This is an optimization exercise on Yosys and OpenROAD, whose aim is a short achievable clock period and few clock cycles, not a production implementation.
The RTL was checked by simulation tests, not by an equivalence proof against the original design.
Power is estimated from default activity; no workload was simulated.

==> flow/design.v (outline; a module is shown in full before it is edited, if it fits) <==
// module Nbit_reg: 18 lines
// module gp1: 5 lines
// module gp4: 10 lines
// module cla16: 27 lines
// module gpn: 18 lines
// module lc4_divider: 24 lines
// module lc4_divider_one_iter: 20 lines
// module cla_input_rs: 8 lines
// module cla_input_rt: 21 lines
// module cla_input_ci: 8 lines
// module comparators: 17 lines
// module lc4_alu: 56 lines
// module lc4_decoder: 75 lines
// module lc4_regfile: 36 lines
// module lc4_processor: 208 lines
// module lc4_core: 314 lines
module lc4_core
   (input  wire        clk,
    input  wire        rst,
    output wire [15:0] o_cur_pc,
    input  wire [15:0] i_cur_insn,
    output wire [15:0] o_dmem_addr,
    input  wire [15:0] i_cur_dmem_data,
    output wire        o_dmem_we,
    output wire [15:0] o_dmem_towrite,
    output wire [1:0]  test_stall,
    output wire [15:0] test_cur_pc,
    output wire [15:0] test_cur_insn,
    output wire        test_regfile_we,
    output wire [2:0]  test_regfile_wsel,
    output wire [15:0] test_regfile_data,
    output wire        test_nzp_we,
    output wire [2:0]  test_nzp_new_bits,
    output wire        test_dmem_we,
    output wire [15:0] test_dmem_addr,
    output wire [15:0] test_dmem_data
    );
  // ...
==> flow/flow/run.sh <==
#!/bin/bash
set -euo pipefail
bash standard.sh SETUP_SLACK_MARGIN=30.6 SKIP_GATE_CLONING=1 finish > flow_make.log 2>&1
==> flow/standard.sh <==
#!/bin/bash
# synth_recipe.tcl (not shown) runs the flow's synth.tcl, then flattens the netlist and writes it again
# the make line also repeats each setting of config.mk as NAME=value (left out here)
make -C /OpenROAD-flow-scripts/flow DESIGN_CONFIG=/design/flow/config.mk WORK_HOME=/design/flow/orfs CLKGATE_MAP_FILE= SYNTH_SCRIPT=/design/flow/synth_recipe.tcl "${@:-finish}"
==> flow/config.mk <==
export PLATFORM = sky130hd
export DESIGN_NAME = lc4_core
export DESIGN_NICKNAME = lc4_core
export VERILOG_FILES = /design/flow/design.v
export SDC_FILE = /design/flow/constraint.sdc
export NUM_CORES = 4
export LEC_CHECK = 0
export CAP_MARGIN = 20
export CORE_MARGIN = 2
export CORE_UTILIZATION = 40
export SLEW_MARGIN = 20
==> flow/constraint.sdc <==
create_clock -name core_clock -period 40.0 [get_ports {clk}]
set_input_delay 8.0000 -clock core_clock [delete_from_list [all_inputs] [get_ports {clk}]]
set_output_delay 8.0000 -clock core_clock [all_outputs]
set_load 0.01 [all_outputs]
==> run notes, run 1 <==
* Status: no timing/DRC/antenna violations
* Synth Area in Compound Gates at 19.9%
* Commonest non-fill, non-tap cells in the layout: 465 x dfxtp_1, 461 x nor2_1, 382 x nand2_1
* Skew-Pair Late Insertion Delay at 0.68 ns
* R2r startpoint: w_isld
* Syn_area_per_cell at 8.71 sq um
* Hold Path Depth at 0
* Post-synth cell types at 99
* Clk Tree Root Cell: clkbuf_16
* R2R Path End: x_addr[15]
* Vias/cell at 6.01
* Ratio of cells with drive above 1 in the final layout at 9.85%
* Dpl hpwl at 96,400 um
* Post-synthesis xor/xnor area fraction at 3.89%
* Yosys warns at 1
* Post-route DRC violation count at 0
* Non-clk invs at 251
* Multi-input gates at 2,971
* Post_cts resized at 154
* Hold Crit Class: flop to flop
* Top sig layer: met5
* Power Sequential at 642 uW
* Largest family of logic cells by synthesized area: compound AO/OA/AOI/OAI gates
* Detailed-route via count at 32,001
* Worst Setup Path Type: flop to output pin
* Seq pwr share at 34.4%
* Final setup margin at 30.63 ns
* Chip Width at 300 um
* Clock Skew at 0.0517 ns
* Clock buffer depth at 3
* N_taps at 1,155
* Vias in the first global route at 30,154
* Post-Syn Area at 35,100 sq um
* Setup TNS at 0 ns
* Worst slew margin at 26.0%
* Worst setup startpoint: x_sdata[10]
* Post-Synth Simple-Gate Area at 15.9%
* Total track usage at 29.3%
* Net total in the final layout at 4,462
* Worst EP required at 32.00 ns
* Worst EP arrival at 1.37 ns
* Sequential fraction of total cell area at 29.5%
Testbench counts, summed over its fixed seeds: cycles 57,862.
==> module lc4_core, before the edit <==
module lc4_core
   (input  wire        clk,
    input  wire        rst,
    output wire [15:0] o_cur_pc,
    input  wire [15:0] i_cur_insn,
    output wire [15:0] o_dmem_addr,
    input  wire [15:0] i_cur_dmem_data,
    output wire        o_dmem_we,
    output wire [15:0] o_dmem_towrite,
    output wire [1:0]  test_stall,
    output wire [15:0] test_cur_pc,
    output wire [15:0] test_cur_insn,
    output wire        test_regfile_we,
    output wire [2:0]  test_regfile_wsel,
    output wire [15:0] test_regfile_data,
    output wire        test_nzp_we,
    output wire [2:0]  test_nzp_new_bits,
    output wire        test_dmem_we,
    output wire [15:0] test_dmem_addr,
    output wire [15:0] test_dmem_data
    );
   function [2:0] nzp_of(input [15:0] v);
      nzp_of = v[15] ? 3'b100 : ((v == 16'd0) ? 3'b010 : 3'b001);
   endfunction
   reg        rst_q;
   reg [15:0] pc_f;
   reg [15:0] ir_raw, pc_raw;
   reg        v_raw;
   reg        sel_skid;
   reg [15:0] skid_insn, skid_pc;
   reg        skid_v;
   reg        x_v;
   reg [15:0] x_insn, x_pc, x_a, x_b;
   reg        x_byp_a, x_byp_b;
   reg [2:0]  x_dst;
   reg        x_we, x_nzpw, x_ld, x_st, x_mul, x_div, x_mod;
   reg [15:0] x_addr, x_sdata;
   reg        mem_we;
   reg        w_v;
   reg [15:0] w_pc, w_insn, w_res, w_ld, w_addr, w_sdata;
   reg [2:0]  w_dst;
   reg        w_we, w_nzpw, w_isld, w_isst;
   reg        t_v;
   reg [15:0] t_pc, t_insn, t_data, t_daddr, t_ddata;
   reg        t_we, t_nzpw, t_dwe;
   reg [2:0]  t_wsel, t_nzp;
   reg [15:0] rf0, rf1, rf2, rf3, rf4, rf5, rf6, rf7;
   reg [2:0]  nzp_r;
   reg        div_busy;
   reg [2:0]  div_cnt;
   reg [15:0] div_rem, div_dq;
   wire [15:0] w_val = w_isld ? w_ld : w_res;
   wire [2:0]  w_nzp = nzp_of(w_val);
   wire [15:0] insn_d = sel_skid ? skid_insn : ir_raw;
   wire [15:0] pc_d   = sel_skid ? skid_pc   : pc_raw;
   wire        v_d    = sel_skid ? skid_v    : v_raw;
   wire [3:0] op_d = insn_d[15:12];
   wire d_br    = (op_d == 4'd0);
   wire d_arith = (op_d == 4'd1);
   wire d_cmp   = (op_d == 4'd2);
   wire d_jsrx  = (op_d == 4'd4);
   wire d_jsr   = d_jsrx & insn_d[11];
   wire d_jsrr  = d_jsrx & ~insn_d[11];
   wire d_logic = (op_d == 4'd5);
   wire d_ldr   = (op_d == 4'd6);
   wire d_str   = (op_d == 4'd7);
   wire d_rti   = (op_d == 4'd8);
   wire d_const = (op_d == 4'd9);
   wire d_shift = (op_d == 4'd10);
   wire d_jmpx  = (op_d == 4'd12);
   wire d_jmp   = d_jmpx & insn_d[11];
   wire d_jmpr  = d_jmpx & ~insn_d[11];
   wire d_hic   = (op_d == 4'd13);
   wire d_trap  = (op_d == 4'd15);
   wire d_mul = d_arith & ~insn_d[5] & (insn_d[4:3] == 2'b01);
   wire d_div = d_arith & ~insn_d[5] & (insn_d[4:3] == 2'b11);
   wire d_mod = d_shift & (insn_d[5:4] == 2'b11);
   wire [2:0] rs_d = (d_cmp | d_hic) ? insn_d[11:9] : (d_rti ? 3'd7 : insn_d[8:6]);
   wire [2:0] rt_d = d_str ? insn_d[11:9] : insn_d[2:0];
   wire [2:0] dst_d = (d_jsrx | d_trap) ? 3'd7 : insn_d[11:9];
   wire we_d   = d_arith | d_logic | d_ldr | d_const | d_shift | d_hic | d_jsrx | d_trap;
   wire nzpw_d = we_d | d_cmp;
   reg [15:0] rf_rs, rf_rt;
   always @(*) begin
      case (rs_d)
        3'd0: rf_rs = rf0; 3'd1: rf_rs = rf1; 3'd2: rf_rs = rf2; 3'd3: rf_rs = rf3;
        3'd4: rf_rs = rf4; 3'd5: rf_rs = rf5; 3'd6: rf_rs = rf6; default: rf_rs = rf7;
      endcase
      case (rt_d)
        3'd0: rf_rt = rf0; 3'd1: rf_rt = rf1; 3'd2: rf_rt = rf2; 3'd3: rf_rt = rf3;
        3'd4: rf_rt = rf4; 3'd5: rf_rt = rf5; 3'd6: rf_rt = rf6; default: rf_rt = rf7;
      endcase
   end
   wire x_fast = ~(x_ld | x_mul | x_div | x_mod);
   wire x_wr   = x_v & x_we;
   wire w_wr   = w_v & w_we;
   wire rs_x = x_wr & (x_dst == rs_d);
   wire rt_x = x_wr & (x_dst == rt_d);
   wire rs_w = w_wr & (w_dst == rs_d);
   wire rt_w = w_wr & (w_dst == rt_d);
   wire [15:0] x_res_fast;    
   wire [15:0] a_for_x = rs_w ? w_val : rf_rs;
   wire [15:0] b_for_x = rt_w ? w_val : rf_rt;
   wire [15:0] rsv_d = rs_x ? x_res_fast : a_for_x;
   wire [15:0] rtv_d = rt_x ? x_res_fast : b_for_x;
   wire x_nzp_src = x_v & x_nzpw;
   wire [2:0] nzp_d = x_nzp_src ? nzp_of(x_res_fast) :
                      ((w_v & w_nzpw) ? w_nzp : nzp_r);
   wire need_rs_d = d_ldr | d_str | d_jsrr | d_jmpr | d_rti;
   wire use_nzp_d = d_br & (insn_d[11:9] != 3'b000);
   wire haz_d = (need_rs_d & rs_x & ~x_fast) |
                (d_str & rt_x & ~x_fast) |
                (use_nzp_d & x_nzp_src & ~x_fast);
   wire x_stall;
   wire stall_d = v_d & (haz_d | x_stall);
   wire adv_d   = v_d & ~stall_d;
   wire [15:0] pc1_d = pc_d + 16'd1;
   wire [15:0] br_tgt  = pc1_d + {{7{insn_d[8]}}, insn_d[8:0]};
   wire [15:0] jmp_tgt = pc1_d + {{5{insn_d[10]}}, insn_d[10:0]};
   wire [15:0] jsr_tgt = {pc_d[15], insn_d[10:0], 4'b0000};
   wire [15:0] trap_tgt = {8'h80, insn_d[7:0]};
   wire br_taken = d_br & ((insn_d[11:9] & nzp_d) != 3'b000);
   wire [15:0] target_d = d_br ? br_tgt :
                          d_jmp ? jmp_tgt :
                          d_jsr ? jsr_tgt :
                          d_trap ? trap_tgt : rsv_d;
   wire taken_d = br_taken | d_jsrx | d_rti | d_jmpx | d_trap;
   wire redirect = adv_d & taken_d;
   wire [15:0] addr_d = rsv_d + {{10{insn_d[5]}}, insn_d[5:0]};
   wire [15:0] A = x_byp_a ? w_val : x_a;
   wire [15:0] B = x_byp_b ? w_val : x_b;
   wire [3:0]  op_x = x_insn[15:12];
   wire [15:0] imm5 = {{11{x_insn[4]}}, x_insn[4:0]};
   wire [15:0] sum  = A + (x_insn[5] ? imm5 : B);
   wire [15:0] diff = A - B;
   reg  [15:0] arith_r;
   always @(*) begin
      if (x_insn[5]) arith_r = sum;
      else case (x_insn[4:3])
             2'b00: arith_r = sum;
             2'b10: arith_r = diff;
             default: arith_r = sum;
           endcase
   end
   wire [15:0] cmp_b = x_insn[8] ? (x_insn[7] ? {9'd0, x_insn[6:0]} : {{9{x_insn[6]}}, x_insn[6:0]}) : B;
   wire        cmp_uns = x_insn[7];
   wire        cmp_eq = (A == cmp_b);
   wire        cmp_lt = cmp_uns ? (A < cmp_b) : ($signed(A) < $signed(cmp_b));
   wire [15:0] cmp_r = cmp_eq ? 16'd0 : (cmp_lt ? 16'hFFFF : 16'd1);
   reg  [15:0] logic_r;
   always @(*) begin
      if (x_insn[5]) logic_r = A & imm5;
      else case (x_insn[4:3])
             2'b00: logic_r = A & B;
             2'b01: logic_r = ~A;
             2'b10: logic_r = A | B;
             default: logic_r = A ^ B;
           endcase
   end
   wire [3:0] sh = x_insn[3:0];
   reg  [15:0] shift_r;
   always @(*) begin
      case (x_insn[5:4])
        2'b00: shift_r = A << sh;
        2'b01: shift_r = $signed(A) >>> sh;
        default: shift_r = A >> sh;
      endcase
   end
   wire [15:0] pc1_x = x_pc + 16'd1;
   reg [15:0] fast_r;
   always @(*) begin
      case (op_x)
        4'd1:  fast_r = arith_r;
        4'd2:  fast_r = cmp_r;
        4'd5:  fast_r = logic_r;
        4'd9:  fast_r = {{7{x_insn[8]}}, x_insn[8:0]};
        4'd10: fast_r = shift_r;
        4'd13: fast_r = {x_insn[7:0], A[7:0]};
        default: fast_r = pc1_x;    
      endcase
   end
   assign x_res_fast = fast_r;
   wire [15:0] prod = A * B;
   wire div_zero = (B == 16'd0);
   wire div_small = B[15] | ({1'b0, A} < {B, 1'b0});
   wire div_fast = div_zero | div_small;
   wire        ge1 = (A >= B);
   wire [15:0] q_fast = div_zero ? 16'd0 : {15'd0, ge1};
   wire [15:0] r_fast = div_zero ? 16'd0 : (ge1 ? (A - B) : A);
   wire [15:0] s_rem0 = div_busy ? div_rem : 16'd0;
   wire [15:0] s_dq0  = div_busy ? div_dq  : A;
   wire [16:0] t1 = {s_rem0, s_dq0[15]};
   wire        b1 = (t1 >= {1'b0, B});
   wire [15:0] rem1 = b1 ? (t1[15:0] - B) : t1[15:0];
   wire [15:0] dq1 = {s_dq0[14:0], b1};
   wire [16:0] t2 = {rem1, dq1[15]};
   wire        b2 = (t2 >= {1'b0, B});
   wire [15:0] rem2 = b2 ? (t2[15:0] - B) : t2[15:0];
   wire [15:0] dq2 = {dq1[14:0], b2};
   wire x_dm = x_div | x_mod;
   wire div_last = div_busy & (div_cnt == 3'd7);
   assign x_stall = x_v & x_dm & ~div_fast & ~div_last;
   wire [15:0] q_val = div_fast ? q_fast : dq2;
   wire [15:0] r_val = div_fast ? r_fast : rem2;
   wire [15:0] x_result = x_mul ? prod : (x_div ? q_val : (x_mod ? r_val : fast_r));
   always @(posedge clk) begin
      rst_q <= rst;
      if (rst)
        pc_f <= 16'h8200;
      else if (redirect)
        pc_f <= target_d;
      else if (!stall_d)
        pc_f <= pc_f + 16'd1;
      ir_raw <= i_cur_insn;
      pc_raw <= pc_f;
      v_raw  <= ~rst & ~redirect;
      skid_insn <= insn_d;
      skid_pc   <= pc_d;
      skid_v    <= v_d;
      sel_skid  <= ~rst & stall_d;
      if (rst) begin
         x_v <= 1'b0;
         mem_we <= 1'b0;
      end else if (!x_stall) begin
         x_v <= adv_d;
         mem_we <= adv_d & d_str;
      end else begin
         mem_we <= 1'b0;
      end
      if (!x_stall) begin
         x_insn  <= insn_d;
         x_pc    <= pc_d;
         x_a     <= a_for_x;
         x_b     <= b_for_x;
         x_byp_a <= rs_x;
         x_byp_b <= rt_x;
         x_dst   <= dst_d;
         x_we    <= we_d;
         x_nzpw  <= nzpw_d;
         x_ld    <= d_ldr;
         x_st    <= d_str;
         x_mul   <= d_mul;
         x_div   <= d_div;
         x_mod   <= d_mod;
         x_addr  <= addr_d;
         x_sdata <= rtv_d;
      end else begin
         x_a <= A;
         x_b <= B;
         x_byp_a <= 1'b0;
         x_byp_b <= 1'b0;
      end
      if (rst | ~x_stall) begin
         div_busy <= 1'b0;
         div_cnt  <= 3'd0;
      end else begin
         div_busy <= 1'b1;
         div_cnt  <= div_busy ? div_cnt + 3'd1 : 3'd1;
      end
      div_rem <= rem2;
      div_dq  <= dq2;
      w_v    <= ~rst & x_v & ~x_stall;
      w_pc   <= x_pc;
      w_insn <= x_insn;
      w_res  <= x_result;
      w_ld   <= i_cur_dmem_data;
      w_dst  <= x_dst;
      w_we   <= x_we;
      w_nzpw <= x_nzpw;
      w_isld <= x_ld;
      w_isst <= x_st;
      w_addr <= x_addr;
      w_sdata <= x_sdata;
      if (rst_q) begin
         rf0 <= 16'd0; rf1 <= 16'd0; rf2 <= 16'd0; rf3 <= 16'd0;
         rf4 <= 16'd0; rf5 <= 16'd0; rf6 <= 16'd0; rf7 <= 16'd0;
         nzp_r <= 3'b000;
      end else begin
         if (w_wr) begin
            case (w_dst)
              3'd0: rf0 <= w_val; 3'd1: rf1 <= w_val; 3'd2: rf2 <= w_val; 3'd3: rf3 <= w_val;
              3'd4: rf4 <= w_val; 3'd5: rf5 <= w_val; 3'd6: rf6 <= w_val; default: rf7 <= w_val;
            endcase
         end
         if (w_v & w_nzpw) nzp_r <= w_nzp;
      end
      t_v     <= ~rst & w_v;
      t_pc    <= w_pc;
      t_insn  <= w_insn;
      t_we    <= w_we;
      t_wsel  <= w_dst;
      t_data  <= w_we ? w_val : 16'd0;
      t_nzpw  <= w_nzpw;
      t_nzp   <= w_nzp;
      t_dwe   <= w_isst;
      t_daddr <= (w_isld | w_isst) ? w_addr : 16'd0;
      t_ddata <= w_isst ? w_sdata : (w_isld ? w_ld : 16'd0);
   end
   assign o_cur_pc       = pc_f;
   assign o_dmem_addr    = x_addr;
   assign o_dmem_we      = mem_we;
   assign o_dmem_towrite = x_sdata;
   assign test_stall        = {1'b0, ~t_v};
   assign test_cur_pc       = t_pc;
   assign test_cur_insn     = t_insn;
   assign test_regfile_we   = t_we;
   assign test_regfile_wsel = t_wsel;
   assign test_regfile_data = t_data;
   assign test_nzp_we       = t_nzpw;
   assign test_nzp_new_bits = t_nzp;
   assign test_dmem_we      = t_dwe;
   assign test_dmem_addr    = t_daddr;
   assign test_dmem_data    = t_ddata;
endmodule
==> run 2, diff against run 1 <==
--- a/flow/design.v
+++ b/flow/design.v
@@ -593,5 +593,21 @@
    reg        v_raw;
+   reg [15:0] pnext_raw;
+   reg        phit_raw;
+   reg [1:0]  pctr_raw;
    reg        sel_skid;
-   reg [15:0] skid_insn, skid_pc;
-   reg        skid_v;
+   reg [15:0] skid_insn, skid_pc, skid_pnext;
+   reg        skid_v, skid_phit;
+   reg [1:0]  skid_pctr;
+   localparam BL = 4;
+   localparam BN = 1 << BL;
+   reg [15:0] btb_tgt [0:BN-1];
+   reg [BL-1:0] btb_tag [0:BN-1];
+   reg [1:0]  btb_ctr [0:BN-1];
+   reg [BN-1:0] btb_ret;
+   reg [BN-1:0] btb_val;
+   reg          u_wr, u_cwr, u_inv, u_ret;
+   reg [BL-1:0] u_idx, u_tag;
+   reg [15:0]   u_tgt;
+   reg [1:0]    u_ctr;
+   reg [15:0] ras0, ras1;
    reg        x_v;
@@ -614,3 +630,3 @@
    reg        div_busy;
-   reg [2:0]  div_cnt;
+   reg [3:0]  div_cnt;
    reg [15:0] div_rem, div_dq;
@@ -621,2 +637,5 @@
    wire        v_d    = sel_skid ? skid_v    : v_raw;
+   wire [15:0] pnext_d = sel_skid ? skid_pnext : pnext_raw;
+   wire        phit_d  = sel_skid ? skid_phit  : phit_raw;
+   wire [1:0]  pctr_d  = sel_skid ? skid_pctr  : pctr_raw;
    wire [3:0] op_d = insn_d[15:12];
@@ -691,4 +710,30 @@
                           d_trap ? trap_tgt : rsv_d;
-   wire taken_d = br_taken | d_jsrx | d_rti | d_jmpx | d_trap;
-   wire redirect = adv_d & taken_d;
+   wire jump_d  = d_jsrx | d_rti | d_jmpx | d_trap;
+   wire taken_d = br_taken | jump_d;
+   wire ctrl_d  = use_nzp_d | jump_d;
+   wire ret_d   = (d_jmpr & (insn_d[8:6] == 3'd7)) | d_rti;
+   wire mis_t = (pnext_d != target_d);
+   wire mis_n = (pnext_d != pc1_d);
+   wire redirect = adv_d & (taken_d ? mis_t : mis_n);
+   wire [15:0] npc_d = taken_d ? target_d : pc1_d;
+   reg  [BL-1:0] idx_f;    
+   function [BL-1:0] hash(input [15:0] p);
+      hash = p[BL-1:0] ^ p[2*BL-1:BL];
+   endfunction
+   wire [BL-1:0] tag_f = pc_f[2*BL-1:BL];
+   wire [15:0]   e_tgt = btb_tgt[idx_f];
+   wire [BL-1:0] e_tag = btb_tag[idx_f];
+   wire [1:0]    e_ctr = btb_ctr[idx_f];
+   wire          e_ret = btb_ret[idx_f];
+   wire hit_f = btb_val[idx_f] & (e_tag == tag_f);
+   wire ptaken_f = hit_f & (e_ret | e_ctr[1]);
+   wire [15:0] pc1_f = pc_f + 16'd1;
+   wire [15:0] pred_f = ptaken_f ? (e_ret ? ras0 : e_tgt) : pc1_f;
+   wire [BL-1:0] idx_d = pc_d[BL-1:0] ^ pc_d[2*BL-1:BL];
+   wire [BL-1:0] tag_d = pc_d[2*BL-1:BL];
+   wire btb_wr  = adv_d & ctrl_d & taken_d;
+   wire btb_cwr = adv_d & ctrl_d & (taken_d | phit_d);
+   wire [1:0] ctr_new = taken_d ? (phit_d ? (pctr_d == 2'b11 ? 2'b11 : pctr_d + 2'd1) : 2'b10)
+                                : (pctr_d == 2'b00 ? 2'b00 : pctr_d - 2'd1);
+   wire btb_inv = adv_d & ~ctrl_d & phit_d;
    wire [15:0] addr_d = rsv_d + {{10{insn_d[5]}}, insn_d[5:0]};
@@ -754,8 +799,12 @@
    wire [15:0] r_fast = div_zero ? 16'd0 : (ge1 ? (A - B) : A);
-   wire [15:0] s_rem0 = div_busy ? div_rem : 16'd0;
-   wire [15:0] s_dq0  = div_busy ? div_dq  : A;
-   wire [16:0] t1 = {s_rem0, s_dq0[15]};
+   wire lt12 = ({4'd0, A[15:4]} < B);
+   wire lt8  = ({8'd0, A[15:8]} < B);
+   wire lt4  = ({12'd0, A[15:12]} < B);
+   wire [15:0] init_rem = lt12 ? {4'd0, A[15:4]} : lt8 ? {8'd0, A[15:8]} : lt4 ? {12'd0, A[15:12]} : 16'd0;
+   wire [15:0] init_dq  = lt12 ? {A[3:0], 12'd0} : lt8 ? {A[7:0], 8'd0} : lt4 ? {A[11:0], 4'd0} : A;
+   wire [3:0]  init_cnt = lt12 ? 4'd2 : lt8 ? 4'd4 : lt4 ? 4'd6 : 4'd8;
+   wire [16:0] t1 = {div_rem, div_dq[15]};
    wire        b1 = (t1 >= {1'b0, B});
    wire [15:0] rem1 = b1 ? (t1[15:0] - B) : t1[15:0];
-   wire [15:0] dq1 = {s_dq0[14:0], b1};
+   wire [15:0] dq1 = {div_dq[14:0], b1};
    wire [16:0] t2 = {rem1, dq1[15]};
@@ -765,3 +814,3 @@
    wire x_dm = x_div | x_mod;
-   wire div_last = div_busy & (div_cnt == 3'd7);
+   wire div_last = div_busy & (div_cnt == 4'd1);
    assign x_stall = x_v & x_dm & ~div_fast & ~div_last;
@@ -772,24 +821,63 @@
       rst_q <= rst;
-      if (rst)
-        pc_f <= 16'h8200;
-      else if (redirect)
-        pc_f <= target_d;
-      else if (!stall_d)
-        pc_f <= pc_f + 16'd1;
-      ir_raw <= i_cur_insn;
-      pc_raw <= pc_f;
-      v_raw  <= ~rst & ~redirect;
-      skid_insn <= insn_d;
-      skid_pc   <= pc_d;
-      skid_v    <= v_d;
-      sel_skid  <= ~rst & stall_d;
-      if (rst) begin
+      if (rst_q) begin
+         pc_f  <= 16'h8200;
+         idx_f <= hash(16'h8200);
+      end else if (redirect) begin
+         pc_f  <= npc_d;
+         idx_f <= hash(npc_d);
+      end else if (!stall_d) begin
+         pc_f  <= pred_f;
+         idx_f <= hash(pred_f);
+      end
+      ir_raw    <= i_cur_insn;
+      pc_raw    <= pc_f;
+      v_raw     <= ~rst_q & ~redirect;
+      pnext_raw <= pred_f;
+      phit_raw  <= hit_f;
+      pctr_raw  <= e_ctr;
+      skid_insn  <= insn_d;
+      skid_pc    <= pc_d;
+      skid_v     <= v_d;
+      skid_pnext <= pnext_d;
+      skid_phit  <= phit_d;
+      skid_pctr  <= pctr_d;
+      sel_skid   <= ~rst_q & stall_d;
+      u_wr  <= btb_wr;
+      u_cwr <= btb_cwr;
+      u_inv <= btb_inv;
+      u_idx <= idx_d;
+      u_tag <= tag_d;
+      u_tgt <= target_d;
+      u_ctr <= ctr_new;
+      u_ret <= ret_d;
+      if (u_wr) begin
+         btb_tgt[u_idx] <= u_tgt;
+         btb_tag[u_idx] <= u_tag;
+      end
+      if (u_cwr)
+         btb_ctr[u_idx] <= u_ctr;
+      if (u_wr)
+         btb_ret[u_idx] <= u_ret;
+      if (rst_q)
+         btb_val <= {BN{1'b0}};
+      else if (u_wr)
+         btb_val[u_idx] <= 1'b1;
+      else if (u_inv)
+         btb_val[u_idx] <= 1'b0;
+      if (rst_q) begin
+         ras0 <= 16'd0;
+         ras1 <= 16'd0;
+      end else if (adv_d & (d_jsrx | d_trap)) begin
+         ras0 <= pc1_d;
+         ras1 <= ras0;
+      end else if (adv_d & ret_d) begin
+         ras0 <= ras1;
+      end
+      if (rst_q)
          x_v <= 1'b0;
-         mem_we <= 1'b0;
-      end else if (!x_stall) begin
+      else if (!x_stall)
          x_v <= adv_d;
-         mem_we <= adv_d & d_str;
-      end else begin
-         mem_we <= 1'b0;
-      end
+      mem_we <= ~rst & ~rst_q & adv_d & d_str;
+      x_addr  <= addr_d;
+      x_sdata <= rtv_d;
       if (!x_stall) begin
@@ -809,4 +897,2 @@
          x_mod   <= d_mod;
-         x_addr  <= addr_d;
-         x_sdata <= rtv_d;
       end else begin
@@ -817,12 +903,17 @@
       end
-      if (rst | ~x_stall) begin
+      if (rst_q | ~x_stall) begin
          div_busy <= 1'b0;
-         div_cnt  <= 3'd0;
       end else begin
          div_busy <= 1'b1;
-         div_cnt  <= div_busy ? div_cnt + 3'd1 : 3'd1;
       end
-      div_rem <= rem2;
-      div_dq  <= dq2;
-      w_v    <= ~rst & x_v & ~x_stall;
+      if (div_busy) begin
+         div_cnt <= div_cnt - 4'd1;
+         div_rem <= rem2;
+         div_dq  <= dq2;
+      end else begin
+         div_cnt <= init_cnt;
+         div_rem <= init_rem;
+         div_dq  <= init_dq;
+      end
+      w_v    <= ~rst_q & x_v & ~x_stall;
       w_pc   <= x_pc;
@@ -851,3 +942,3 @@
       end
-      t_v     <= ~rst & w_v;
+      t_v     <= ~rst & ~rst_q & w_v;
       t_pc    <= w_pc;
==> flow/flow/run.sh (replaced) <==
#!/bin/bash
set -euo pipefail
bash standard.sh SETUP_SLACK_MARGIN=30.8 SKIP_GATE_CLONING=1 MATCH_CELL_FOOTPRINT=0 finish > flow_make.log 2>&1
==> run 2 against run 1 <==
- non-clock buffer count up 77
- critical path type unchanged
- cell area up 59%
- hold slack worse by 0.022 ns
- largest cell class unchanged
==> run notes, run 2 <==
* Setup TNS at 0 ns (unchanged)
* Count leader, synth: dfxtp_1
* Biggest regs: btb_tgt x256, btb_tag x64, btb_ctr x32
* Net total in the final layout at 5,966 (+34%)
* Commonest non-fill, non-tap cell in the layout: dfxtp_1
* Area leader, netlist: dfxtp_1
* Sw Pwr at 1.20 mW
* Skew-Pair Late Insertion Delay at 0.78 ns (+0.10 ns)
* EDFF count, synth at 410
* Row cnt at 137
* Most instantiated cells after synthesis: 634 x dfxtp_1, 541 x nor2_1, 529 x nand2_1, 410 x edfxtp_1, 285 x a21oi_1
* Pwr Density at 53.0 nW/um^2
* GR Layer Usage met2 at 45.0%
* Pre-CTS WS at 29.99 ns
* Cell family with most CP delay: flip-flops
* DRT Pass-1 Iters at 8
* Yosys warns at 1 (unchanged)
* Comb pwr share at 31.0%
* First-pass GRT wire length at 307,000 um
* DIE AREA at 142,000 sq um
* Worst EP required at 32.00 ns (about the same)
* Top_reg_cell synth: dfxtp_1
* PortBufs at 172
* Initial antenna violation count at 19
* Register area share after synthesis at 44.8%
* Syn_area_per_cell at 10.2 sq um (+17%)
* Clock buffer depth at 3 (unchanged)
* Clock Skew at 0.0721 ns (+0.0204 ns)
* Largest net degree at the start of global routing at 99
* Clk Tree Root Cell: clkbuf_16
* Leak Pwr at 24.3 nW
* GR Util met3 at 5.89%
* Fin. max-slew vios at 0
* CTS tree: yes
* P&R area growth vs syn at 14.6%
* Design Power at 3.39 mW
* Clk pwr share at 31.7%
* Cell-internal power at 2.19 mW
* Vias in the first global route at 43,348 (+44%)
* Total track usage at 29.6% (+0.30 points)
* Placed insts at 7,335
* Post-synth cell types at 96 (-3.0%)
* Worst EP arrival at 1.25 ns (-0.12 ns)
* Worst Setup Path Type: flop to output pin
* Antenna Nets Post-Route at 0
* Clock sinks at 1,044
* Design area at 63,900 sq um
* Period utilization at 23.1%
* Largest register by flop count: btb_tgt
* Overall routed net length at 216,000 um
* Critical path buffers and inverters at 1
* CORE AREA at 139,000 sq um
* Endpoint class of the critical path: output pin
* Placed cell areas at 60,000 sq um
* Worst path cell trace: buf_6
* Ports at 174
* GR Overflow Total at 0
* Max Cap Viol at 0
* Commonest non-fill, non-tap cells in the layout: 552 x dfxtp_1, 529 x nand2_1, 517 x nor2_1
* CTS H-tree lvls at 3
* Gate count of the mapped netlist at 5,462
* Final core utilization at 46.0%
* Post-Syn Area at 55,800 sq um (+59%)
* Detailed-route via count at 46,030 (+44%)
* Global routing's busiest layer: met2
* Post-route DRC violation count at 0 (unchanged)
* Ratio of cells with drive above 1 in the final layout at 16.4% (+6.5 points)
* Vias/cell at 6.08 (+1.3%)
* Hold Crit Class: flop to flop
* Async set-reset flop share out of synthesis at 0%
* Worst slew margin at 16.3% (-9.7 points)
* CP max FO at 3
* Height of the die at 377 um
* Hold WS at 0.305 ns
* Switching Fraction at 35.5%
* CP max stage cell: dfxtp_4
* FMAX at 108 MHz
* Largest cells by area after synthesis: dfxtp_1 23%, edfxtp_1 22%, mux4_2 6.9%, ha_1 5.8%, nor2_1 3.6%
* Yosys reg bits at 1,044
* Chip Width at 377 um (+26%)
* Routability cong. at 0.981
* Startpoint Class: flop
* Final setup margin at 30.75 ns (+0.127 ns)
* Met1 usage in global routing at 40.2%
* Dpl hpwl at 151,000 um (+57%)
* RSZ-0062 raised after global routing: true
* WL per Instance at 28.5 um
* DRT iter0 DRCs at 6,006
* Finished Layout Cells at 7,570
* Endpoints failing setup at 0
* Hold Fails Final Rpt at 0
* Worst vdd ir at 0.0000444 V
* Clock edge transition at the registers on the reported setup and hold paths at 0.07 ns
* Syn_nets at 5,839
* Share of the synthesized area in the top cell type at 22.8%
* Seq pwr share at 37.2% (+2.8 points)
* Max reg flops at 256
* Worst stage delay on the critical path at 0.37 ns
* Status: no timing/DRC/antenna violations
* Minimum clock period at 9.25 ns
* Worst Tran Pin Value at 1.25 ns
* Initial Util at 40.1%
* Inserted Clock Buffers at 107
==> run 2: cell types whose count changed in the layout (fill, tap and decap cells not counted), moves of 56 or more <==
cell           change
dlygate4sd2_1    -124
nor2_1            +56
dfxtp_1           +87
mux4_2           +137
edfxtp_1         +336
buf_4             +77
buf_6             +68
o21ai_0           +83
nand2_1          +147
==> run 2: what timing repair did <==
item / CTS / global route
resized for setup: 516 / 50
hold buffers: 0 / 0
cloned: 0 / 0
pin swaps: 0 / 1
buffers inserted: 17 / 3
endpoints found under the setup margin: 188 / 152
==> run 2: path summary, 6_finish.rpt <==
kind / startpoint / end / slack (ns) / depth (start not counted)
setup / recovery: pc_f[11] / o_cur_pc[11] / 30.75 / 1
setup reg to reg: w_isld / pc_f[3] / 31.06 / 22
hold / removal: x_sdata[10] / w_sdata[10] / 0.31 / 0
hold reg to reg: x_sdata[10] / w_sdata[10] / 0.31 / 0
==> run 2: power by group through the flow <==
stage	combinational [mW]	clock, mW	sequential (mW)
floorplan	0.640	0	1.25
global placement	1.01	0	1.28
detailed placement	1.02	0	1.28
CTS	1.02	1.09	1.26
global route	1.11	1.13	1.27
finish	1.05	1.08	1.26
==> run 2: kinds of logic after synthesis <==
family                     count (synthesis)  share of synthesized area [%]
other                                      1                        0.00672
xor gates and xnor gates                 189                           2.97
adders and majority gates                343                           8.85
muxes                                    366                           10.7
and+or+nand+nor                         1578                           12.7
buffers and inverters                    630                           4.35
DFF                                     1044                           44.8
AOI/OAI and AO/OA                       1311                           15.6
==> run 2: cell type report <==
cell class / count / area, sq um
clock inverter: 66 / 820
sequential: 1044 / 25200
fill: 12927 / 75100
clock buffer: 138 / 3020
multi-input combinational: 3788 / 28600
timing repair buffer: 358 / 2890
inverter: 290 / 1090
antenna: 10 / 25.0
tap: 1876 / 2350
==> run 2: layer usage <==
metal,wire (um),vias to the layer above
li1,-,20159
met1,87600,22670
met2,94700,2632
met3,21400,555
met4,11900,14
met5,143,-
Testbench counts of run 2, summed over its fixed seeds: cycles 54,397.
==> run 3, diff against run 2 <==
--- a/flow/design.v
+++ b/flow/design.v
@@ -618,5 +618,8 @@
    reg [15:0] x_addr, x_sdata;
+   reg        x_defer, x_phit;
+   reg [1:0]  x_pctr;
+   reg [15:0] x_pnext, x_tgt;
    reg        mem_we;
    reg        w_v;
-   reg [15:0] w_pc, w_insn, w_res, w_ld, w_addr, w_sdata;
+   reg [15:0] w_pc, w_insn, w_val, w_addr, w_sdata;
    reg [2:0]  w_dst;
@@ -632,3 +635,3 @@
    reg [15:0] div_rem, div_dq;
-   wire [15:0] w_val = w_isld ? w_ld : w_res;
+   reg [16:0] div_b3;
    wire [2:0]  w_nzp = nzp_of(w_val);
@@ -694,8 +697,10 @@
    wire use_nzp_d = d_br & (insn_d[11:9] != 3'b000);
+   wire defer_d = use_nzp_d & x_nzp_src & x_ld;
    wire haz_d = (need_rs_d & rs_x & ~x_fast) |
                 (d_str & rt_x & ~x_fast) |
-                (use_nzp_d & x_nzp_src & ~x_fast);
+                (use_nzp_d & x_nzp_src & ~x_fast & ~x_ld);
    wire x_stall;
+   wire x_mis;    
    wire stall_d = v_d & (haz_d | x_stall);
-   wire adv_d   = v_d & ~stall_d;
+   wire adv_d   = v_d & ~stall_d & ~x_mis;
    wire [15:0] pc1_d = pc_d + 16'd1;
@@ -716,3 +721,3 @@
    wire mis_n = (pnext_d != pc1_d);
-   wire redirect = adv_d & (taken_d ? mis_t : mis_n);
+   wire redirect = adv_d & ~defer_d & (taken_d ? mis_t : mis_n);
    wire [15:0] npc_d = taken_d ? target_d : pc1_d;
@@ -733,4 +738,4 @@
    wire [BL-1:0] tag_d = pc_d[2*BL-1:BL];
-   wire btb_wr  = adv_d & ctrl_d & taken_d;
-   wire btb_cwr = adv_d & ctrl_d & (taken_d | phit_d);
+   wire btb_wr  = adv_d & ctrl_d & ~defer_d & taken_d;
+   wire btb_cwr = adv_d & ctrl_d & ~defer_d & (taken_d | phit_d);
    wire [1:0] ctr_new = taken_d ? (phit_d ? (pctr_d == 2'b11 ? 2'b11 : pctr_d + 2'd1) : 2'b10)
@@ -779,2 +784,8 @@
    wire [15:0] pc1_x = x_pc + 16'd1;
+   wire x_taken = (x_insn[11:9] & w_nzp) != 3'b000;
+   wire x_dres  = x_v & x_defer;
+   assign x_mis = x_dres & (x_taken ? (x_pnext != x_tgt) : (x_pnext != pc1_x));
+   wire [15:0] x_npc = x_taken ? x_tgt : pc1_x;
+   wire [1:0] x_ctr_new = x_taken ? (x_phit ? (x_pctr == 2'b11 ? 2'b11 : x_pctr + 2'd1) : 2'b10)
+                                  : (x_pctr == 2'b00 ? 2'b00 : x_pctr - 2'd1);
    reg [15:0] fast_r;
@@ -804,11 +815,20 @@
    wire [15:0] init_dq  = lt12 ? {A[3:0], 12'd0} : lt8 ? {A[7:0], 8'd0} : lt4 ? {A[11:0], 4'd0} : A;
-   wire [3:0]  init_cnt = lt12 ? 4'd2 : lt8 ? 4'd4 : lt4 ? 4'd6 : 4'd8;
-   wire [16:0] t1 = {div_rem, div_dq[15]};
-   wire        b1 = (t1 >= {1'b0, B});
-   wire [15:0] rem1 = b1 ? (t1[15:0] - B) : t1[15:0];
-   wire [15:0] dq1 = {div_dq[14:0], b1};
-   wire [16:0] t2 = {rem1, dq1[15]};
-   wire        b2 = (t2 >= {1'b0, B});
-   wire [15:0] rem2 = b2 ? (t2[15:0] - B) : t2[15:0];
-   wire [15:0] dq2 = {dq1[14:0], b2};
+   wire [3:0]  init_cnt = lt12 ? 4'd1 : lt8 ? 4'd2 : lt4 ? 4'd3 : 4'd4;
+   wire [17:0] bx1 = {2'b00, B};
+   wire [17:0] bx2 = {1'b0, B, 1'b0};
+   wire [17:0] bx3 = {1'b0, div_b3};
+   wire [17:0] u1 = {div_rem, div_dq[15:14]};
+   wire [18:0] u1m1 = {1'b0, u1} - {1'b0, bx1};
+   wire [18:0] u1m2 = {1'b0, u1} - {1'b0, bx2};
+   wire [18:0] u1m3 = {1'b0, u1} - {1'b0, bx3};
+   wire [1:0]  q1 = ~u1m3[18] ? 2'd3 : ~u1m2[18] ? 2'd2 : ~u1m1[18] ? 2'd1 : 2'd0;
+   wire [15:0] rem1 = ~u1m3[18] ? u1m3[15:0] : ~u1m2[18] ? u1m2[15:0] : ~u1m1[18] ? u1m1[15:0] : u1[15:0];
+   wire [15:0] dq1 = {div_dq[13:0], q1};
+   wire [17:0] u2 = {rem1, dq1[15:14]};
+   wire [18:0] u2m1 = {1'b0, u2} - {1'b0, bx1};
+   wire [18:0] u2m2 = {1'b0, u2} - {1'b0, bx2};
+   wire [18:0] u2m3 = {1'b0, u2} - {1'b0, bx3};
+   wire [1:0]  q2 = ~u2m3[18] ? 2'd3 : ~u2m2[18] ? 2'd2 : ~u2m1[18] ? 2'd1 : 2'd0;
+   wire [15:0] rem2 = ~u2m3[18] ? u2m3[15:0] : ~u2m2[18] ? u2m2[15:0] : ~u2m1[18] ? u2m1[15:0] : u2[15:0];
+   wire [15:0] dq2 = {dq1[13:0], q2};
    wire x_dm = x_div | x_mod;
@@ -824,2 +844,5 @@
          idx_f <= hash(16'h8200);
+      end else if (x_mis) begin
+         pc_f  <= x_npc;
+         idx_f <= hash(x_npc);
       end else if (redirect) begin
@@ -833,3 +856,3 @@
       pc_raw    <= pc_f;
-      v_raw     <= ~rst_q & ~redirect;
+      v_raw     <= ~rst_q & ~redirect & ~x_mis;
       pnext_raw <= pred_f;
@@ -843,11 +866,22 @@
       skid_pctr  <= pctr_d;
-      sel_skid   <= ~rst_q & stall_d;
-      u_wr  <= btb_wr;
-      u_cwr <= btb_cwr;
-      u_inv <= btb_inv;
-      u_idx <= idx_d;
-      u_tag <= tag_d;
-      u_tgt <= target_d;
-      u_ctr <= ctr_new;
-      u_ret <= ret_d;
+      sel_skid   <= ~rst_q & stall_d & ~x_mis;
+      if (x_dres) begin
+         u_wr  <= x_taken;
+         u_cwr <= x_taken | x_phit;
+         u_inv <= 1'b0;
+         u_idx <= x_pc[BL-1:0] ^ x_pc[2*BL-1:BL];
+         u_tag <= x_pc[2*BL-1:BL];
+         u_tgt <= x_tgt;
+         u_ctr <= x_ctr_new;
+         u_ret <= 1'b0;
+      end else begin
+         u_wr  <= btb_wr;
+         u_cwr <= btb_cwr;
+         u_inv <= btb_inv;
+         u_idx <= idx_d;
+         u_tag <= tag_d;
+         u_tgt <= target_d;
+         u_ctr <= ctr_new;
+         u_ret <= ret_d;
+      end
       if (u_wr) begin
@@ -897,2 +931,7 @@
          x_mod   <= d_mod;
+         x_defer <= defer_d;
+         x_phit  <= phit_d;
+         x_pctr  <= pctr_d;
+         x_pnext <= pnext_d;
+         x_tgt   <= br_tgt;
       end else begin
@@ -916,2 +955,3 @@
          div_dq  <= init_dq;
+         div_b3  <= {1'b0, B} + {B, 1'b0};
       end
@@ -920,4 +960,3 @@
       w_insn <= x_insn;
-      w_res  <= x_result;
-      w_ld   <= i_cur_dmem_data;
+      w_val  <= x_ld ? i_cur_dmem_data : x_result;
       w_dst  <= x_dst;
@@ -952,3 +991,3 @@
       t_daddr <= (w_isld | w_isst) ? w_addr : 16'd0;
-      t_ddata <= w_isst ? w_sdata : (w_isld ? w_ld : 16'd0);
+      t_ddata <= w_isst ? w_sdata : (w_isld ? w_val : 16'd0);
    end
==> run 3 against run 2 <==
- largest power group is now combinational logic
- still clean
- clock skew rose by 0.026 ns
- sequential power rose by 6%
- cell area rose by 10%
- synthesized cell count rose by 15%
- area after synthesis rose by 11%
- clock power barely moved
- non-clock buffer count rose by 9
- die area rose by 11%
- sequential cell count rose by 41
==> run notes, run 3 <==
* Worst slew margin at 14.5% (-1.9 points)
* Pwr Density at 57.7 nW/um^2 (+8.8%)
* CP max FO at 5 (+2)
* Critical path buffers and inverters at 1 (unchanged)
* FMAX at 107 MHz (-1.0%)
* Hold Fails Final Rpt at 0 (unchanged)
* Dpl hpwl at 164,000 um (+8.4%)
* Largest cells by area after synthesis: edfxtp_1 22%, dfxtp_1 20%, ha_1 7.0%, mux4_2 6.0%, nand2_1 4.9%
* Syn_area_per_cell at 9.91 sq um (-3.0%)
* Clock buffer depth at 3 (unchanged)
* Chip Width at 398 um (+5.4%)
* CTS H-tree lvls at 3 (unchanged)
* Vias/cell at 6.03 (-0.88%)
* CTS tree: yes
* Initial Util at 40.2% (+0.13 points)
* Inserted Clock Buffers at 114 (+6.5%)
* R2r startpoint: w_val[4]
* Gate count of the mapped netlist at 6,257 (+15%)
* Pre-CTS WS at 30.51 ns (+0.518 ns)
* EDFF count, synth at 463 (+13%)
* Register area share after synthesis at 42.5% (-2.3 points)
* Commonest non-fill, non-tap cell in the layout: nand2_1
* Yosys warns at 1 (unchanged)
* P&R area growth vs syn at 13.7%
* Max reg flops at 256 (unchanged)
* Endpoint class of the critical path: output pin
* Post-route DRC violation count at 0 (unchanged)
* Clock sinks at 1,085 (+3.9%)
* Hold WS at 0.324 ns (+0.0188 ns)
* Worst vdd ir at 0.0000539 V (+21%)
* Initial antenna violation count at 20 (+1)
* Biggest regs: btb_tgt x256, btb_tag x64, btb_ctr x32
* Top_reg_cell synth: dfxtp_1
* CORE AREA at 154,000 sq um (+11%)
* PortBufs at 172 (unchanged)
* WL per Instance at 27.1 um (-4.7%)
* Net total in the final layout at 6,855 (+15%)
* Overall routed net length at 232,000 um (+7.5%)
* Worst min-delay path startpoint: w_pc[10]
* Ratio of cells with drive above 1 in the final layout at 14.8% (-1.6 points)
* DRT Pass-1 Iters at 8 (unchanged)
* Clock Skew at 0.0984 ns (+0.0263 ns)
* Period utilization at 23.4% (+0.24 points)
* Share of the synthesized area in the top cell type at 22.4% (-0.33 points)
* Count leader, synth: nand2_1
* Worst EP required at 32.00 ns (about the same)
* Worst path cell trace: buf_6
* Max Cap Viol at 0 (unchanged)
* Largest net degree at the start of global routing at 94 (-5.1%)
* Endpoints failing setup at 0 (unchanged)
* First-pass GRT wire length at 336,000 um (+9.1%)
* Worst setup startpoint: pc_f[4]
* Skew-Pair Late Insertion Delay at 0.81 ns (+0.03 ns)
* Final setup margin at 30.66 ns (-0.0957 ns)
* Fillcell total at 14,417 (+12%)
* Antenna Nets Post-Route at 0 (unchanged)
* Hold Buf Count CTS at 0 (unchanged)
* Worst EP arrival at 1.34 ns (+0.09 ns)
* Ports at 174 (unchanged)
* Largest register by flop count: btb_tgt
* DIE AREA at 158,000 sq um (+11%)
* Most instantiated cells after synthesis: 809 x nand2_1, 622 x dfxtp_1, 473 x a21oi_1, 463 x edfxtp_1, 431 x nor2_1
* Fin. max-slew vios at 0 (unchanged)
* Yosys reg bits at 1,085 (+3.9%)
* Cell family with most CP delay: flip-flops
* Status: no timing/DRC/antenna violations
* DRT iter0 DRCs at 6,387 (+6.3%)
* Routability cong. at 1.02 (+3.5%)
* Setup TNS at 0 ns (unchanged)
* Post-Syn Area at 62,000 sq um (+11%)
* Worst Setup Path Type: flop to output pin
* Commonest non-fill, non-tap cells in the layout: 808 x nand2_1, 530 x dfxtp_1, 466 x a21oi_1
* Minimum clock period at 9.34 ns (+0.0957 ns)
* Worst Tran Pin Value at 1.27 ns (+0.0218 ns)
* Clk Tree Root Cell: clkbuf_16
* Hold Crit Class: flop to flop
* GR Overflow Total at 0 (unchanged)
* Syn_nets at 6,728 (+15%)
* Leak Pwr at 27.4 nW (+12%)
* Row cnt at 144 (+5.1%)
* Clock edge transition at the registers on the reported setup and hold paths at 0.06 ns (about the same)
* Height of the die at 398 um (+5.4%)
* Post-synth cell types at 108 (+13%)
* Design Power at 4.07 mW (+20%)
* Area leader, netlist: edfxtp_1
* CP max stage cell: dfxtp_4
* Total track usage at 28.6% (-1.0 points)
* RSZ-0062 raised after global routing: true
* Vias in the first global route at 48,497 (+12%)
* Detailed-route via count at 51,482 (+12%)
* Worst stage delay on the critical path at 0.42 ns (+0.05 ns)
* Async set-reset flop share out of synthesis at 0% (unchanged)
* Startpoint Class: flop
==> run 3: repair_timing <==
action / CTS / global route
resized for setup: 518 / 92
pin swaps: 0 / 2
endpoints found under the setup margin: 152 / 148
setup buffers: 14 / 7
==> run 3: area by class of cell <==
type / count / area [sq um] / share of cell area (%)
Clock buffer: 156 / 3220 / 4.57
Tap cell: 2044 / 2560 / 3.63
Timing Repair Buffer: 367 / 3020 / 4.28
Sequential cell: 1085 / 26500 / 37.6
Multi-Input combinational cell: 4461 / 33100 / 47.0
Inverter: 355 / 1330 / 1.89
Antenna cell: 12 / 30.0 / 0.0426
Clock inverter: 62 / 692 / 0.982
==> run 3: final timing paths <==
path	to	slack [ns]	cells past startpoint
hold reg to reg	t_pc[10]	0.32	0
setup / recovery	o_cur_pc[4]	30.66	1
setup reg to reg	pc_f[6]	31.29	23
hold / removal	t_pc[10]	0.32	0
==> run 3: kinds of logic after synthesis <==
group / Yosys count / synth area share, %
multiplexers: 445 / 10.7
XOR/XNOR: 265 / 3.74
buffers and inverters: 711 / 4.56
AO/OA/AOI/OAI: 1512 / 15.6
other: 1 / 0.00605
adder cells (fa/ha/maj): 437 / 9.92
flip-flops: 1085 / 42.5
AND/OR/NAND/NOR: 1801 / 13.0
==> run 3: metal layers <==
layer | vias to the layer above | global-route usage (%) | part of all wire, % | wire length, um
met5 | - | 0 | 0.063 | 145
met2 | 2790 | 42.8 | 43 | 100000
met3 | 581 | 7.49 | 11 | 24600
li1 | 22890 | - | - | -
met1 | 25197 | 38.7 | 41 | 95500
met4 | 24 | 12.9 | 4.9 | 11500
==> run 3: metrics by stage <==
| step | utilization [%] | instance area [sq um] | instances |
|---|---|---|---|
| 2_1_floorplan | - | 62000 | 6257 |
| 3_3_place_gp | 43.0 | 66300 | 8289 |
| 3_5_place_dp | 43.0 | 66300 | 8289 |
| 5_1_grt | 45.7 | 70500 | 8531 |
| 4_1_cts | 45.5 | 70100 | 8521 |
| 6_report | 45.8 | 70500 | 8542 |
==> run 3: report_power, final <==
part	internal (mW)	total [mW]	switching, mW
clock	0.617	1.09	0.477
sequential	1.25	1.33	0.0801
combinational	0.624	1.64	1.02
Testbench counts of run 3, summed over its fixed seeds: cycles 53,495.
==> run 4, diff against run 3 <==
--- a/flow/design.v
+++ b/flow/design.v
@@ -636,2 +636,3 @@
    reg [16:0] div_b3;
+   reg [15:0] div_b;
    wire [2:0]  w_nzp = nzp_of(w_val);
@@ -706,4 +707,6 @@
    wire [15:0] pc1_d = pc_d + 16'd1;
-   wire [15:0] br_tgt  = pc1_d + {{7{insn_d[8]}}, insn_d[8:0]};
-   wire [15:0] jmp_tgt = pc1_d + {{5{insn_d[10]}}, insn_d[10:0]};
+   wire [15:0] br_tgt, jmp_tgt;
+   wire        co_br, co_jmp;
+   lc4_fadd #(16) a_br  (.a(pc_d), .b({{7{insn_d[8]}}, insn_d[8:0]}), .ci(1'b1), .s(br_tgt), .co(co_br));
+   lc4_fadd #(16) a_jmp (.a(pc_d), .b({{5{insn_d[10]}}, insn_d[10:0]}), .ci(1'b1), .s(jmp_tgt), .co(co_jmp));
    wire [15:0] jsr_tgt = {pc_d[15], insn_d[10:0], 4'b0000};
@@ -743,3 +746,5 @@
    wire btb_inv = adv_d & ~ctrl_d & phit_d;
-   wire [15:0] addr_d = rsv_d + {{10{insn_d[5]}}, insn_d[5:0]};
+   wire [15:0] addr_d;
+   wire        co_addr;
+   lc4_fadd #(16) a_addr (.a(rsv_d), .b({{10{insn_d[5]}}, insn_d[5:0]}), .ci(1'b0), .s(addr_d), .co(co_addr));
    wire [15:0] A = x_byp_a ? w_val : x_a;
@@ -748,4 +753,6 @@
    wire [15:0] imm5 = {{11{x_insn[4]}}, x_insn[4:0]};
-   wire [15:0] sum  = A + (x_insn[5] ? imm5 : B);
-   wire [15:0] diff = A - B;
+   wire [15:0] sum, diff;
+   wire        co_sum, a_ge_b;    
+   lc4_fadd #(16) a_sum  (.a(A), .b(x_insn[5] ? imm5 : B), .ci(1'b0), .s(sum), .co(co_sum));
+   lc4_fadd #(16) a_diff (.a(A), .b(~B), .ci(1'b1), .s(diff), .co(a_ge_b));
    reg  [15:0] arith_r;
@@ -762,3 +769,7 @@
    wire        cmp_eq = (A == cmp_b);
-   wire        cmp_lt = cmp_uns ? (A < cmp_b) : ($signed(A) < $signed(cmp_b));
+   wire [15:0] cmp_d;
+   wire        cmp_ge;
+   lc4_fadd #(16) a_cmp (.a({A[15] ^ ~cmp_uns, A[14:0]}), .b(~{cmp_b[15] ^ ~cmp_uns, cmp_b[14:0]}),
+                         .ci(1'b1), .s(cmp_d), .co(cmp_ge));
+   wire        cmp_lt = ~cmp_ge;
    wire [15:0] cmp_r = cmp_eq ? 16'd0 : (cmp_lt ? 16'hFFFF : 16'd1);
@@ -803,12 +814,21 @@
    assign x_res_fast = fast_r;
-   wire [15:0] prod = A * B;
+   wire [15:0] prod;
+   lc4_mul16 mul (.a(A), .b(B), .y(prod));
    wire div_zero = (B == 16'd0);
-   wire div_small = B[15] | ({1'b0, A} < {B, 1'b0});
+   wire [16:0] d2b;
+   wire        a_ge_2b;
+   lc4_fadd #(17) a_d2b (.a({1'b0, A}), .b(~{B, 1'b0}), .ci(1'b1), .s(d2b), .co(a_ge_2b));
+   wire div_small = ~a_ge_2b;
    wire div_fast = div_zero | div_small;
-   wire        ge1 = (A >= B);
+   wire        ge1 = a_ge_b;
    wire [15:0] q_fast = div_zero ? 16'd0 : {15'd0, ge1};
-   wire [15:0] r_fast = div_zero ? 16'd0 : (ge1 ? (A - B) : A);
-   wire lt12 = ({4'd0, A[15:4]} < B);
-   wire lt8  = ({8'd0, A[15:8]} < B);
-   wire lt4  = ({12'd0, A[15:12]} < B);
+   wire [15:0] r_fast = div_zero ? 16'd0 : (ge1 ? diff : A);
+   wire [15:0] dl12, dl8, dl4;
+   wire        ge12, ge8, ge4;
+   lc4_fadd #(16) a_l12 (.a({4'd0, A[15:4]}),  .b(~B), .ci(1'b1), .s(dl12), .co(ge12));
+   lc4_fadd #(16) a_l8  (.a({8'd0, A[15:8]}),  .b(~B), .ci(1'b1), .s(dl8),  .co(ge8));
+   lc4_fadd #(16) a_l4  (.a({12'd0, A[15:12]}), .b(~B), .ci(1'b1), .s(dl4),  .co(ge4));
+   wire lt12 = ~ge12;
+   wire lt8  = ~ge8;
+   wire lt4  = ~ge4;
    wire [15:0] init_rem = lt12 ? {4'd0, A[15:4]} : lt8 ? {8'd0, A[15:8]} : lt4 ? {12'd0, A[15:12]} : 16'd0;
@@ -816,18 +836,22 @@
    wire [3:0]  init_cnt = lt12 ? 4'd1 : lt8 ? 4'd2 : lt4 ? 4'd3 : 4'd4;
-   wire [17:0] bx1 = {2'b00, B};
-   wire [17:0] bx2 = {1'b0, B, 1'b0};
+   wire [17:0] bx1 = {2'b00, div_b};
+   wire [17:0] bx2 = {1'b0, div_b, 1'b0};
    wire [17:0] bx3 = {1'b0, div_b3};
    wire [17:0] u1 = {div_rem, div_dq[15:14]};
-   wire [18:0] u1m1 = {1'b0, u1} - {1'b0, bx1};
-   wire [18:0] u1m2 = {1'b0, u1} - {1'b0, bx2};
-   wire [18:0] u1m3 = {1'b0, u1} - {1'b0, bx3};
-   wire [1:0]  q1 = ~u1m3[18] ? 2'd3 : ~u1m2[18] ? 2'd2 : ~u1m1[18] ? 2'd1 : 2'd0;
-   wire [15:0] rem1 = ~u1m3[18] ? u1m3[15:0] : ~u1m2[18] ? u1m2[15:0] : ~u1m1[18] ? u1m1[15:0] : u1[15:0];
+   wire [17:0] u1m1, u1m2, u1m3;
+   wire        c11, c12, c13;
+   lc4_fadd #(18) s11 (.a(u1), .b(~bx1), .ci(1'b1), .s(u1m1), .co(c11));
+   lc4_fadd #(18) s12 (.a(u1), .b(~bx2), .ci(1'b1), .s(u1m2), .co(c12));
+   lc4_fadd #(18) s13 (.a(u1), .b(~bx3), .ci(1'b1), .s(u1m3), .co(c13));
+   wire [1:0]  q1 = c13 ? 2'd3 : c12 ? 2'd2 : c11 ? 2'd1 : 2'd0;
+   wire [15:0] rem1 = c13 ? u1m3[15:0] : c12 ? u1m2[15:0] : c11 ? u1m1[15:0] : u1[15:0];
    wire [15:0] dq1 = {div_dq[13:0], q1};
    wire [17:0] u2 = {rem1, dq1[15:14]};
-   wire [18:0] u2m1 = {1'b0, u2} - {1'b0, bx1};
-   wire [18:0] u2m2 = {1'b0, u2} - {1'b0, bx2};
-   wire [18:0] u2m3 = {1'b0, u2} - {1'b0, bx3};
-   wire [1:0]  q2 = ~u2m3[18] ? 2'd3 : ~u2m2[18] ? 2'd2 : ~u2m1[18] ? 2'd1 : 2'd0;
-   wire [15:0] rem2 = ~u2m3[18] ? u2m3[15:0] : ~u2m2[18] ? u2m2[15:0] : ~u2m1[18] ? u2m1[15:0] : u2[15:0];
+   wire [17:0] u2m1, u2m2, u2m3;
+   wire        c21, c22, c23;
+   lc4_fadd #(18) s21 (.a(u2), .b(~bx1), .ci(1'b1), .s(u2m1), .co(c21));
+   lc4_fadd #(18) s22 (.a(u2), .b(~bx2), .ci(1'b1), .s(u2m2), .co(c22));
+   lc4_fadd #(18) s23 (.a(u2), .b(~bx3), .ci(1'b1), .s(u2m3), .co(c23));
+   wire [1:0]  q2 = c23 ? 2'd3 : c22 ? 2'd2 : c21 ? 2'd1 : 2'd0;
+   wire [15:0] rem2 = c23 ? u2m3[15:0] : c22 ? u2m2[15:0] : c21 ? u2m1[15:0] : u2[15:0];
    wire [15:0] dq2 = {dq1[13:0], q2};
@@ -956,2 +980,3 @@
          div_b3  <= {1'b0, B} + {B, 1'b0};
+         div_b   <= B;
       end
@@ -1009 +1034,72 @@
 endmodule
+module lc4_fadd #(parameter W = 16)
+   (input  wire [W-1:0] a,
+    input  wire [W-1:0] b,
+    input  wire         ci,
+    output wire [W-1:0] s,
+    output wire         co);
+   localparam L = (W > 16) ? 5 : (W > 8) ? 4 : (W > 4) ? 3 : 2;
+   wire [W-1:0] p0 = a ^ b;
+   wire [W-1:0] g [0:L];
+   wire [W-1:0] p [0:L];
+   assign g[0] = (a & b) | {{(W-1){1'b0}}, p0[0] & ci};
+   assign p[0] = p0;
+   genvar k, i;
+   generate
+      for (k = 1; k <= L; k = k + 1) begin : lv
+         for (i = 0; i < W; i = i + 1) begin : bt
+            if (i >= (1 << (k-1))) begin : m
+               assign g[k][i] = g[k-1][i] | (p[k-1][i] & g[k-1][i - (1 << (k-1))]);
+               assign p[k][i] = p[k-1][i] & p[k-1][i - (1 << (k-1))];
+            end else begin : c
+               assign g[k][i] = g[k-1][i];
+               assign p[k][i] = p[k-1][i];
+            end
+         end
+      end
+   endgenerate
+   assign s  = p0 ^ {g[L][W-2:0], ci};
+   assign co = g[L][W-1];
+endmodule
+module lc4_mul16
+   (input  wire [15:0] a,
+    input  wire [15:0] b,
+    output wire [15:0] y);
+   wire [16:0] bb = {b, 1'b0};
+   wire [15:0] row [0:8];
+   wire [15:0] corr;
+   genvar i;
+   generate
+      for (i = 0; i < 8; i = i + 1) begin : booth
+         wire b0 = bb[2*i];
+         wire b1 = bb[2*i+1];
+         wire b2 = bb[2*i+2];
+         wire one = b1 ^ b0;
+         wire two = (b2 & ~b1 & ~b0) | (~b2 & b1 & b0);
+         wire neg = b2 & ~(b1 & b0);
+         wire [15:0] mag = one ? a : (two ? {a[14:0], 1'b0} : 16'd0);
+         wire [15:0] sel = mag ^ {16{neg}};
+         assign row[i] = sel << (2*i);
+         assign corr[2*i] = neg;
+         assign corr[2*i+1] = 1'b0;
+      end
+   endgenerate
+   assign row[8] = corr;
+   function [31:0] csa(input [15:0] x, input [15:0] y, input [15:0] z);
+      reg [15:0] s, c;
+      begin
+         s = x ^ y ^ z;
+         c = (x & y) | (x & z) | (y & z);
+         csa = {s, c[14:0], 1'b0};
+      end
+   endfunction
+   wire [31:0] l1a = csa(row[0], row[1], row[2]);
+   wire [31:0] l1b = csa(row[3], row[4], row[5]);
+   wire [31:0] l1c = csa(row[6], row[7], row[8]);
+   wire [31:0] l2a = csa(l1a[31:16], l1a[15:0], l1b[31:16]);
+   wire [31:0] l2b = csa(l1b[15:0], l1c[31:16], l1c[15:0]);
+   wire [31:0] l3a = csa(l2a[31:16], l2a[15:0], l2b[31:16]);
+   wire [31:0] l4a = csa(l3a[31:16], l3a[15:0], l2b[15:0]);
+   wire co_unused;
+   lc4_fadd #(16) fin (.a(l4a[31:16]), .b(l4a[15:0]), .ci(1'b0), .s(y), .co(co_unused));
+endmodule
==> run 4 against run 3 <==
- still clean on timing, DRC and antenna
- register-to-register slack got worse by 0.14 ns
- combinational power rose by 15%
- clock power rose by 5%
- cell count fell by 1.3%
- critical endpoint unchanged
- highest routed layer unchanged
==> run notes, run 4 <==
* Post-synthesis adder-cell area fraction at 8.18% (-1.7 points)
* Share of the synthesized area in the top cell type at 23.4% (+0.93 points)
* Status: no timing/DRC/antenna violations
* Ports at 174 (unchanged)
* Yosys warns at 5 (+4)
* Routability cong. at 0.995 (-2.0%)
* First-pass GRT wire length at 334,000 um (-0.34%)
* Commonest non-fill, non-tap cell in the layout: nand2_1
* Top sig layer: met5
* Top_reg_cell synth: dfxtp_1
* Worst stage delay on the critical path at 0.39 ns (-0.03 ns)
* Largest net degree at the start of global routing at 173 (+84%)
* Initial antenna violation count at 14 (-30%)
* Most instantiated cells after synthesis: 777 x nand2_1, 622 x dfxtp_1, 518 x a21oi_1, 478 x edfxtp_1, 422 x nor2_1
* Vias/cell at 6.03 (+0.10%)
* Commonest non-fill, non-tap cells in the layout: 774 x nand2_1, 535 x dfxtp_1, 512 x a21oi_1
* Register area share after synthesis at 43.6% (+1.1 points)
* Worst vdd ir at 0.0000489 V (-9.4%)
* CP max stage cell: dfxtp_4
* Syn_nets at 6,602 (-1.9%)
* Gate count of the mapped netlist at 6,194 (-1.0%)
* GR Overflow Total at 0 (unchanged)
* Wire length on met3 at 20,200 um (-18%)
* Post-route DRC violation count at 0 (unchanged)
* Cell family with most CP delay: flip-flops
* Design area at 69,900 sq um (-0.81%)
* Post-synthesis mux area share at 10.8% (+0.14 points)
* Post-synth cell types at 96 (-11%)
* DIE AREA at 157,000 sq um (-0.86%)
* CP max FO at 2 (-3)
* Biggest regs: btb_tgt x256, btb_tag x64, btb_ctr x32
* Pwr Density at 62.8 nW/um^2 (+8.9%)
* Post-Synth Simple-Gate Area at 12.6% (-0.41 points)
* CORE AREA at 152,000 sq um (-1.2%)
* Clock buffer depth at 3 (unchanged)
* Syn_area_per_cell at 9.92 sq um (+0.14%)
* Largest cells by area after synthesis: edfxtp_1 23%, dfxtp_1 20%, ha_1 6.7%, mux4_2 6.2%, nand2_1 4.7%
* Synth Area in Compound Gates at 16.0% (+0.38 points)
* Hold Buf Count CTS at 0 (unchanged)
* Yosys reg bits at 1,100 (+1.4%)
* Row cnt at 143 (-0.69%)
* Largest register by flop count: btb_tgt
* Endpoint class of the critical path: output pin
* Vias in the first global route at 48,724 (+0.47%)
* Inserted Clock Buffers at 115 (+0.88%)
* Period utilization at 23.3% (-0.058 points)
* DRT iter0 DRCs at 5,956 (-6.7%)
* Clock Skew at 0.0734 ns (-0.0250 ns)
* Detailed-route via count at 50,848 (-1.2%)
* Overall routed net length at 231,000 um (-0.36%)
* Worst EP required at 32.00 ns (about the same)
* Dpl hpwl at 165,000 um (+1.1%)
* PortBufs at 172 (unchanged)
* Setup TNS at 0 ns (unchanged)
* Skew-Pair Late Insertion Delay at 0.82 ns (about the same)
* Clock sinks at 1,100 (+1.4%)
* Critical path buffers and inverters at 1 (unchanged)
* FMAX at 107 MHz (+0.25%)
* Antenna Nets Post-Route at 0 (unchanged)
* Placed insts at 8,184 (-1.3%)
* Net total in the final layout at 6,696 (-2.3%)
* Total track usage at 28.7% (+0.13 points)
* Chip Width at 396 um (-0.43%)
* Max reg flops at 256 (unchanged)
* Design Power at 4.39 mW (+8.0%)
* Worst EP arrival at 1.32 ns (-0.02 ns)
* Height of the die at 396 um (-0.43%)
* Clock edge transition at the registers on the reported setup and hold paths at 0.07 ns (about the same)
* CTS tree: yes
* Fin. max-slew vios at 0 (unchanged)
* DRT Pass-1 Iters at 6 (-2)
* Largest family of logic cells by synthesized area: compound AO/OA/AOI/OAI gates
* Async set-reset flop share out of synthesis at 0% (unchanged)
* Count leader, synth: nand2_1
* Initial Util at 40.4% (+0.12 points)
* WL per Instance at 27.4 um (+0.99%)
* Hold Crit Class: flop to flop
* Met2 Routed Length at 105,000 um (+4.4%)
* EDFF count, synth at 478 (+3.2%)
* Clk Tree Root Cell: clkbuf_16
* DRT met1 WL at 92,100 um (-3.6%)
* Hold Fails Final Rpt at 0 (unchanged)
* Area leader, netlist: edfxtp_1
* Post-Syn Area at 61,400 sq um (-0.87%)
* Startpoint Class: flop
* Ratio of cells with drive above 1 in the final layout at 14.6% (-0.22 points)
* P&R area growth vs syn at 13.8% (about the same)
* Worst Tran Pin Value at 1.23 ns (-0.0447 ns)
* Finished Layout Cells at 8,428 (-1.3%)
* Endpoints failing setup at 0 (unchanged)
* Worst slew margin at 17.2% (+2.7 points)
* Minimum clock period at 9.32 ns (-0.0232 ns)
* Placed cell areas at 65,700 sq um (-0.92%)
* CTS H-tree lvls at 3 (unchanged)
* Worst path cell trace: buf_6
* RSZ-0062 raised after global routing: true
* Max Cap Viol at 0 (unchanged)
* Post-synthesis xor/xnor area fraction at 4.75% (+1.0 points)
* Leak Pwr at 26.5 nW (-3.1%)
* Worst Setup Path Type: flop to output pin
## run 4: where the power goes
group	leakage, nW	switching [mW]	internal, mW
logic	14.8	1.16	0.720
clock network	1.99	0.498	0.646
registers	9.72	0.0923	1.28
## run 4: layout make-up
class | instances | area, sq um
Sequential cell | 1100 | 27000
Tap cell | 2030 | 2540
Clock inverter | 70 | 822
Antenna cell | 7 | 17.5
Timing Repair Buffer | 347 | 2860
Clock buffer | 150 | 3280
Inverter | 275 | 1030
Fill cell | 14275 | 82300
Multi-Input combinational cell | 4449 | 32400
## run 4: routing by layer
metal / GRT usage (%) / up-vias
met1: 37.1 / 24922
met4: 15.3 / 10
met2: 45.2 / 2604
met3: 5.94 / 600
met5: 0 / -
li1: - / 22712
## run 4: cell families after synthesis
| family | count (synthesis) |
|---|---|
| XOR/XNOR | 333 |
| adder cells (fa/ha/maj) | 374 |
| AND/OR/NAND/NOR | 1745 |
| buffers and inverters | 645 |
| other | 1 |
| AO/OA/AOI/OAI | 1556 |
| multiplexers | 440 |
| flip-flops | 1100 |
## run 4: repair_timing
item | 4_1_cts | 5_1_grt
setup buffers | 17 | 0
gates resized for setup | 548 | 62
endpoints found under the setup margin | 139 | 169
## run 4: worst paths after layout
| check | startpoint | endpoint | slack (ns) | depth (start not counted) |
|---|---|---|---|---|
| setup / recovery | pc_f[4] | o_cur_pc[4] | 30.68 | 1 |
| hold / removal | w_pc[6] | t_pc[6] | 0.32 | 0 |
| setup reg to reg | sel_skid | pc_f[9] | 31.15 | 23 |
| hold reg to reg | w_pc[6] | t_pc[6] | 0.32 | 0 |
## run 4: stage by stage
| step | setup slack (ns) | hold slack, ns | util (%) |
|---|---|---|---|
| after global placement | 30.79 | 0.318 | 43.1 |
| after floorplan | 31.52 | 0.310 | - |
| after CTS | 30.62 | 0.322 | 45.8 |
| after global routing | 30.64 | 0.325 | 45.9 |
| after detailed placement | 30.76 | 0.313 | 43.1 |
| final | 30.68 | 0.320 | 45.9 |
Testbench counts of run 4, summed over its fixed seeds: cycles 53,495.

Check on run 4: ideal ports give 30.682 ns setup slack; a clkbuf_16 on the clock port and buf_2 on the inputs give 30.601 ns; moving port delays by the midpoint clock arrival (0.857 ns) as well gives 30.723 ns.
